Context: an optimization exercise on an open-source flow, tuned for small area and a short achievable clock period. The choices shown serve that exercise and are no tape-out recipe. Function was checked by simulation only, so behaviour that the tests miss may differ from the original.

==> design/flow/constraint.sdc <==
create_clock -name core_clock -period 60.0 [get_ports {clk_pin}]
set_input_delay 12.0000 -clock core_clock [delete_from_list [all_inputs] [get_ports {clk_pin}]]
set_output_delay 12.0000 -clock core_clock [all_outputs]
set_load 0.01 [all_outputs]
==> design/flow/run.sh <==
#!/bin/bash
# synth_recipe.tcl (not shown) runs the flow's synth.tcl, then flattens the netlist and writes it again
# the make line also repeats each setting of config.mk as NAME=value (left out here)
make -C /OpenROAD-flow-scripts/flow DESIGN_CONFIG=/design/flow/config.mk WORK_HOME=/design/flow/orfs CLKGATE_MAP_FILE= SYNTH_SCRIPT=/design/flow/synth_recipe.tcl finish
==> design/flow/config.mk <==
export PLATFORM = sky130hd
export DESIGN_NAME = am_modem
export DESIGN_NICKNAME = am_modem
export VERILOG_FILES = /design/flow/design.v
export SDC_FILE = /design/flow/constraint.sdc
export NUM_CORES = 4
export LEC_CHECK = 0
export CAP_MARGIN = 20
export CORE_MARGIN = 2
export CORE_UTILIZATION = 40
export SLEW_MARGIN = 20
==> design/flow/design.v <==
package pack_me;
typedef logic signed [15:0] sig;
typedef logic signed [16:0] psig;
typedef logic signed [31:0] msig;
typedef logic signed [7:0] int_8;
typedef logic signed [15:0] int_16;
typedef logic signed [31:0] int_32;
typedef logic signed [63:0] int_64;
function sig p2(input sig a, input sig b);
    psig intermediate_result;
    intermediate_result = a + b;
    p2 = intermediate_result[16:1];
  endfunction
endpackage
`timescale 1ns / 1ps
`default_nettype none
module AM #(parameter integer FAC_Q8 = 256)(
    input pack_me::sig carrier_in,
    input pack_me::sig signal_in,
    output pack_me::msig signal_out
);
    pack_me::msig mul;
    wire [40:0] inter;
    wire [32:0] full_range;
    pack_me::msig buf_carrier_in;
    assign buf_carrier_in = carrier_in <<< 16;
    assign mul = (carrier_in * signal_in) <<< 1;
    assign inter = (mul * FAC_Q8) >>> 8;
    assign full_range = ($signed(inter[31:0]) + buf_carrier_in) >>> 1;
    assign signal_out = full_range[31:0];
endmodule
`timescale 1ns / 1ps
`default_nettype none
module LP #(parameter integer A_NUM = 1, parameter integer A_DEN = 10)(
    input wire clk,
    input wire rst,
    input pack_me::int_64 sig_in,
    output pack_me::int_64 sig_out
    );
always @(posedge clk) begin
    sig_out <= rst ? 64'sd0 : ((sig_out * (A_DEN - A_NUM)) + (sig_in * A_NUM)) / A_DEN;
end
endmodule
`timescale 1ns / 1ps
`default_nettype none
module HP(
    input wire clk,
    input wire rst,
    input pack_me::int_64 sig_in,
    output pack_me::int_64 sig_out
    );
pack_me::int_64 pre_sig_out, pre_sig_in;
assign pre_sig_out = rst ? 64'sd0 : sig_out;
always @(posedge clk) begin
    sig_out <= (sig_in*1024 - pre_sig_in*1024 + pre_sig_out*1023) >>> 10;
    pre_sig_in <= rst ? 64'sd0 : sig_in;
end
endmodule
`timescale 1ns / 1ps
`default_nettype none
module am_modem(
    input wire clk_pin,
    input wire reset_pin,
    input wire [15:0] carrier,
    input wire [15:0] tone_a,
    input wire [15:0] tone_b,
    output wire [31:0] am_mod,
    output wire [15:0] demod
);
pack_me::sig sin_0, sin_3, sin_5;
always @(posedge clk_pin) begin
    sin_0 <= carrier;
    sin_3 <= tone_a;
    sin_5 <= tone_b;
end
pack_me::psig modulating_inside;
assign modulating_inside = (sin_5 + sin_3 )>> 1;
pack_me::int_32 AM_mod_in;
assign am_mod = AM_mod_in;
AM #(.FAC_Q8(204)) AM_top(
    .carrier_in(sin_0),
    .signal_in(modulating_inside[15:0]),
    .signal_out(AM_mod_in)
);
pack_me::int_16 AM_demod;
pack_me::int_32 AM_mod_abs;
pack_me::int_64 AM_ENV, AM_LP, AM_HP;
assign AM_mod_abs = (AM_mod_in < 0) ? - AM_mod_in : AM_mod_in;
LP LP1(clk_pin, reset_pin, AM_ENV, AM_LP);
HP HP1(clk_pin, reset_pin, AM_LP, AM_HP);
always @(posedge clk_pin) begin
    AM_ENV <= (reset_pin) ? 64'sd0 : ((AM_ENV < AM_mod_abs) ? 64'(AM_mod_abs) : (AM_ENV * 49) / 50);
    AM_demod <= 16'((AM_HP*10) >>> 18);
end
assign demod = AM_demod;
endmodule
==> summary.txt <==
Seq cells post-synth=300; gr ovfl total=0; gpl congestion=about 0.94; IO buf count=97; Syn Area/Cell=between 8 and 9 um2; Syn. warnings=3; core region area=between 200,000 and 250,000 um2; global-route usage over all layers=around 22%; kind of critical path=register to register; CTS sink cnt=300; Iter 0 DRT Violations=5,352; die height=between 400 and 500 um; Routed Antenna Nets=0; vias in the first global route=a little over 70,000; Mapped Cells=10,100; Max stage delay on crit path=around 0.87 ns; Tightest Pin Transition=about 1.1 ns; Hold Crit Depth=1; Worst EP arrival=~52 ns; Worst R2R Path Depth=approximately 160; status=timing/DRC/antenna clean; top-count cell post-synth=inv_1; CTS Root Cell=clkbuf_16; mapped cell area=82,100 um2; HP Class=register to register; FP Rows=~170; register area share after synthesis=7.31%; DPL Wire Length=about 200,000 um; share of flip-flops with an asynchronous set or reset=0%; CTS clk-pin slew, worst paths=0.07 ns; cts hold-fix bufs=0; Max FO, Critical Path=19; Final Core Density=a little over two fifths; Max clock buf depth=3; Initial Utilization=between 40% and 50%; RSZ-0062 raised after global routing=no; # fillers=between 20,000 and 25,000; final setup TNS=0 ns; Final Slew Violations=0; CP max stage cell=a32oi_2; Worst Skew=slightly below 0.04 ns; most used cell, CP=a21oi_1; CTS tree=built; die width=approximately 460 um; Synth top cells by count=inv_1 (1,565), ha_1 (894), fa_1 (851), nor2_1 (775), nand2_1 (630); Final period util=between 80% and 90%; crit end category=register; 1st-pass router iterations=8; clock latency (worst-skew pair)=about 0.67 ns; Fin. Hold Viols=0; Layout Nets=11,800; Max-Cap Viols=0; Max-slew headroom=a little over a quarter; Post-CTS Setup Bufs=0; CTS buffer count=46; drt wl/cell=18.6 um; Top Ports=98; Syn Nets=11,900; DIE AREA=approximately 210,000 um2; Fmax achieved=roughly 19 MHz; PostCTS Resize Cnt=0; EDFF count, synth=0; layout cells sized above 1=under 10%; Vias=approximately 73,000; residual DRC count=0; H-tree levels=2; Yosys top cell by area=fa_1; Most used DFF post-synth=dfxtp_1; Worst Path Required=slightly above 60 ns; drt total wl=238,000 um; number of distinct library cells after synthesis=~190; layout overhead on the synthesized area=6.25%; largest net degree at the start of global routing=82; global-route wire length before repair=386,000 um; Final Setup Violations=0; most area-consuming cells after synthesis=fa_1 (21%), ha_1 (14%), dfxtp_1 (7.3%); initial antenna violation count=3; fin crit period=roughly 52 ns; Via-to-Cell Ratio=~5.7; crit start category=register; Synth top area share=20.7%
==> through the flow <==
stage	worst slack (ns)	cell area, um2	hold slack (ns)	instances
floorplan	18.83	82100	0.473	10100
global placement	10.03	85500	0.586	12700
detailed placement	8.69	85600	0.590	12700
CTS	8.44	87200	0.597	12800
global route	3.69	87300	0.621	12800
finish	8.09	87300	0.598	12800
==> final cells by class <==
cell class / count / area [um2] / area share, %
flip-flops and latches: 300 / 6010 / 6.88
clock buffers: 53 / 1250 / 1.43
well taps: 2688 / 3360 / 3.85
repair buffers: 172 / 1540 / 1.76
inverters: 1569 / 5890 / 6.75
diodes: 4 / 10.0 / 0.0115
clock inverters: 30 / 373 / 0.427
multi-input cells: 7963 / 68800 / 78.9
==> cells by family after synthesis <==
logic type,after synthesis,synth area share [%]
buffers and inverters,1881,9.13
and+or+nand+nor,2933,18.1
other,1,0.00457
adders and majority gates,1761,34.6
xor gates and xnor gates,637,7.00
muxes,114,1.53
DFF,300,7.31
AOI/OAI and AO/OA,2517,22.4
==> sequential cells by signal (all words and copies together) (netlist names) <==
signal	cells
LP1.sig_out	64
sin_3	16
AM_demod	16
HP1.sig_out	54
sin_0	16
sin_5	16
AM_ENV	64
HP1.pre_sig_in	54
==> final timing paths <==
kind	to	slack [ns]	from
worst min-delay path	HP1.pre_sig_in[30]$_SDFF_PP0_	0.60	LP1.sig_out[30]$_SDFF_PP0_
worst max-delay path	AM_ENV[52]$_SDFF_PP0_	8.09	AM_ENV[5]$_SDFF_PP0_
worst min register to register	HP1.pre_sig_in[30]$_SDFF_PP0_	0.60	LP1.sig_out[30]$_SDFF_PP0_
worst max register to register	AM_ENV[52]$_SDFF_PP0_	8.09	AM_ENV[5]$_SDFF_PP0_
==> layout by cell type, fill, tap and decap left out, drive strengths merged, types with 233 or more instances in the layout <==
cell type,count
a21oi,572
and2,233
dfxtp,300
fa,851
ha,894
inv,1573
nand2,638
nor2,786
nor3,321
o21ai,424
xnor2,437
==> routing by layer <==
| metal | part of all wire [%] | global-route usage [%] | up-vias |
|---|---|---|---|
| met2 | 47 | 38.1 | 2024 |
| met4 | 2.3 | 5.05 | 0 |
| met1 | 45 | 30.2 | 35700 |
| met5 | 0 | 0 | - |
| met3 | 5.2 | 2.22 | 310 |
| li1 | - | - | 35100 |
==> critical path: cells and delay by family, from the launching register on <==
| family | cells | cell delay [ns] |
|---|---|---|
| multiplexers | 8 | 3.47 |
| XOR/XNOR | 10 | 4.87 |
| AND/OR/NAND/NOR | 38 | 11.12 |
| AO/OA/AOI/OAI | 85 | 28.30 |
| buffers and inverters | 6 | 0.76 |
| flip-flops | 1 | 0.52 |
| adder cells (fa/ha/maj) | 8 | 2.62 |

==> separate check: timing with driven ports <==
The flow's constraints put no driver on any port. The routed layout listed below was extracted and timed again, unchanged, in two steps.
Step 1 sets driving cells, clkbuf_16 on the clock port and buf_2 on the other inputs (assumed; they add their load-dependent delay and slew).
Step 2, shift: input delay + t, output delay - t, t = (earliest + latest rising clock arrival at the registers) / 2. This alone moves slack from input paths to output paths.
Slacks: ideal / step 1 / step 2; pairs: ideal / step 1.
t, ns: 0.726
setup WS [ns]: 8.088 / 8.088 / 8.088
clock arrival spread, ns: 0.040 / 0.040
cell pins on the clock port's net: 1
After both steps setup and hold are still met in this run. For this run, drivers alone change the setup slack by 0.000 ns; drivers and shift together by 0.000 ns.
